What follows belongs to an exercise in optimizing a design on an open flow for small area and a short achievable clock period; a production flow would make more cautious choices.
Where RTL was checked, it was by simulation tests only, not by an equivalence proof against the original.

==> flow/design.v (excerpt) <==
module gte_mac123 (
   input  wire               clk,
   input  wire               reset,
   input  wire               trigger,
   input  wire signed [31:0] mul1,
   input  wire signed [31:0] mul2,
   input  wire signed [44:0] add,
   input  wire               sub,
   input  wire               swap,
   input  wire               save_shifted,
   input  wire               use_ir,
   input  wire               ir_shift,
   input  wire               ir_shift_flag,
   input  wire               sat_ir,
   input  wire               sat_ir_flag,
   input  wire               use_result,
   output wire signed [31:0] mac_result,
   output reg                mac_writeback,
   output wire signed [15:0] ir_result,
   output reg                ir_writeback,
   output reg  signed [44:0] mac_last,
   output wire signed [31:0] mac_shifted,
   output wire               flag_mac_uf,
   output wire               flag_mac_of,
   output wire               flag_ir
);
export LEC_CHECK = 0
export ABC_AREA = 1
export CAP_MARGIN = 20
export CORE_MARGIN = 2
export CORE_UTILIZATION = 40
export SLEW_MARGIN = 20
export SYNTH_HIERARCHICAL = 1
create_clock -name core_clock -period 14.0 [get_ports {clk}]
standard.sh (not shown) runs the stock make flow with config.mk's settings and CLKGATE_MAP_FILE= SYNTH_SCRIPT=/design/flow/synth_recipe.tcl, a recipe that flattens the netlist after the stock synthesis.
==> flow/flow/run.sh <==
#!/bin/bash
# The standard layout (the standard.sh with its unchanged synthesis) with two
# changes to how the layout is made: the port buffers are plain buffers
# (sky130_fd_sc_hd__buf_1) instead of the delay cells buffer_ports picks by
# default, and ORFS's timing repair is asked for a setup margin past what the
# clock period needs. The clock and constraints are the design's.
# make's full output goes to make_finish.log in the work folder.
set -euo pipefail
here="$(cd "$(dirname "${BASH_SOURCE[0]}")/.." && pwd)"
cd "$here"
bash ./standard.sh "BUFFER_PORTS_ARGS=-buffer_cell sky130_fd_sc_hd__buf_1" \
  SETUP_SLACK_MARGIN=7.0 finish > make_finish.log 2>&1
Rerun with:
--- a/flow/design.v
+++ b/flow/design.v
@@ -860,27 +860,25 @@
          ir_writeback  <= 1'b0;
       end else begin
          mac_writeback <= trigger;
          ir_writeback  <= trigger & use_ir;
       end
    end
    wire [43:0] s3, c3;
    generate for (gj = 0; gj < 44; gj = gj + 1) begin : csa
       mac_fa u_fa (.a(a_r[gj]), .b(ps_r[gj]), .c(pc_r[gj]), .s(s3[gj]), .co(c3[gj]));
    end endgenerate
    wire [43:0] vb = {c3[42:0], cin_r};
-   wire [43:0] vg, vh;
-   generate for (gj = 0; gj < 44; gj = gj + 1) begin : cpa_in
-      mac_ha u_ha (.a(s3[gj]), .b(vb[gj]), .s(vh[gj]), .co(vg[gj]));
-   end endgenerate
-   wire [43:0] vp = vh;          
+   wire [43:0] vg = s3 & vb;
+   wire [43:0] vp = s3 | vb;
+   wire [43:0] vh = s3 ^ vb;
    wire va_g0_1 = vg[1] | (vp[1] & vg[0]);
    wire va_p0_1 = vp[1] & vp[0];
    wire va_g0_3 = vg[3] | (vp[3] & vg[2]);
    wire va_p0_3 = vp[3] & vp[2];
    wire va_g0_5 = vg[5] | (vp[5] & vg[4]);
    wire va_p0_5 = vp[5] & vp[4];
    wire va_g0_7 = vg[7] | (vp[7] & vg[6]);
    wire va_p0_7 = vp[7] & vp[6];
    wire va_g0_9 = vg[9] | (vp[9] & vg[8]);
    wire va_p0_9 = vp[9] & vp[8];
    wire va_g0_11 = vg[11] | (vp[11] & vg[10]);
@@ -1181,30 +1179,37 @@
    wire pcy_p3_4 = pcy_p1_20 & pcy_p2_8;
    wire pcy_g4_0 = pcy_g3_2 | (pcy_p3_2 & pcy_g3_0);
    wire pcy_p4_0 = pcy_p3_2 & pcy_p3_0;
    wire pcy_g5_0 = pcy_g3_4 | (pcy_p3_4 & pcy_g4_0);
    wire pcy_p5_0 = pcy_p3_4 & pcy_p4_0;
    wire [43:0] vcy = {va_g5_43, va_g5_42, va_g5_41, va_g5_40, va_g5_39, va_g5_38, va_g5_37, va_g5_36, va_g5_35, va_g5_34, va_g5_33, va_g5_32, va_g4_31, va_g4_30, va_g4_29, va_g4_28, va_g4_27, va_g4_26, va_g4_25, va_g4_24, va_g4_23, va_g4_22, va_g4_21, va_g4_20, va_g4_19, va_g4_18, va_g4_17, va_g4_16, va_g3_15, va_g3_14, va_g3_13, va_g3_12, va_g3_11, va_g3_10, va_g3_9, va_g3_8, va_g2_7, va_g2_6, va_g2_5, va_g2_4, va_g1_3, va_g1_2, va_g0_1, vg[0]};              
    wire [43:0] vci = {vcy[42:0], 1'b0};       
    wire [43:0] pg = ps_r & pc_r;
    wire [43:0] pp_ = ps_r | pc_r;
    wire        pcarry = pcy_g5_0;
    wire        T44 = c3[43] ^ vcy[43] ^ z44_r ^ pcarry;
-   assign R = {T44, (vh ^ {44{inv_r}}) ^ vci};
+   wire [43:0] V = vh ^ vci;
+   assign R = {T44, V ^ {44{inv_r}}};
    assign mac_shifted = R[43:12];
    assign mac_result  = save_shifted_r ? R[43:12] : R[31:0];
    assign flag_mac_uf = mac_writeback & R[44] & ~R[43];
    assign flag_mac_of = mac_writeback & ~R[44] & R[43];
+   wire [43:0] vp1 = {vp[42:0], 1'b0};
+   wire [43:0] vg1 = {vg[42:0], 1'b0};
+   wire lo_z = &(~(vh[31:16] ^ vp1[31:16]));
+   wire lo_o = &(vh[31:16] ^ vg1[31:16]);
+   wire hi_z = &(~(vh[43:28] ^ vp1[43:28]));
+   wire hi_o = &(vh[43:28] ^ vg1[43:28]);
+   wire lo_big = ~(V[15] ? lo_o : lo_z);
+   wire hi_big = ~(V[27] ? hi_o : hi_z);
    wire lo_neg = R[31], hi_neg = R[43];
-   wire lo_big = ~(&R[31:15]) & (|R[31:15]);
-   wire hi_big = ~(&R[43:27]) & (|R[43:27]);
    wire        v_neg  = IRshift_1 ? hi_neg : lo_neg;
    wire        v_big  = IRshift_1 ? hi_big : lo_big;
    wire [15:0] v_low  = IRshift_1 ? R[27:12] : R[15:0];
    assign ir_result = ~ir_writeback ? 16'h0000 :
                       (satIR_1 & v_neg)  ? 16'h0000 :
                       v_big ? (v_neg ? 16'h8000 : 16'h7FFF) : v_low;
    wire        w_neg  = IRshiftFlag_1 ? hi_neg : lo_neg;
    wire        w_big  = IRshiftFlag_1 ? hi_big : lo_big;
    assign flag_ir = ir_writeback & ((satIRFlag_1 & w_neg) | w_big);
 endmodule
 module mac_fa (input wire a, input wire b, input wire c, output wire s, output wire co);
The changed run finished clean.
Sequential share of layout area fell by 0.60 points.
Final area rises by about 4%.
Fmax hardly moves.
Critical path depth falls by 9.
Non-clock buffer count fell by 25.
Register-to-register slack gets worse by 0.49 ns.
Utilization shrinks by 1.7 points.
Setup slack gets worse by 0.0046 ns.
Area after synthesis is higher by 7.9%.
Worst hold slack barely changes.
Die area came out higher by about 8%.
Function not checked in the second run of this note: the RTL went through the layout flow alone.

==> re-timing with driven ports <==
In the flow no input, the clock included, has a driving cell. The finished layouts below were timed again as built, in two steps.
Step 1 sets driving cells, clkbuf_16 on the clock port and buf_2 on the other inputs (assumed; they add their load-dependent delay and slew).
Step 2 adds t to the input delays and takes it off the output delays; t is the mean of the earliest and latest rising clock arrival at the registers after step 1. Input paths then give back, and output paths get back, about the clock's delay inside the block.
Slacks: ideal / step 1 / step 2; pairs: ideal / step 1.
run | t, ns | slack for setup (ns) | cell pins on the clock port's net
the first run | 0.534 | 7.098 / 7.047 / 6.603 | 1
the second run | 0.541 | 7.094 / 7.123 / 6.582 | 1
After both steps every run listed still meets setup and hold. For the second run, which loses most, drivers alone change the setup slack by +0.029 ns; drivers and shift together by -0.512 ns.
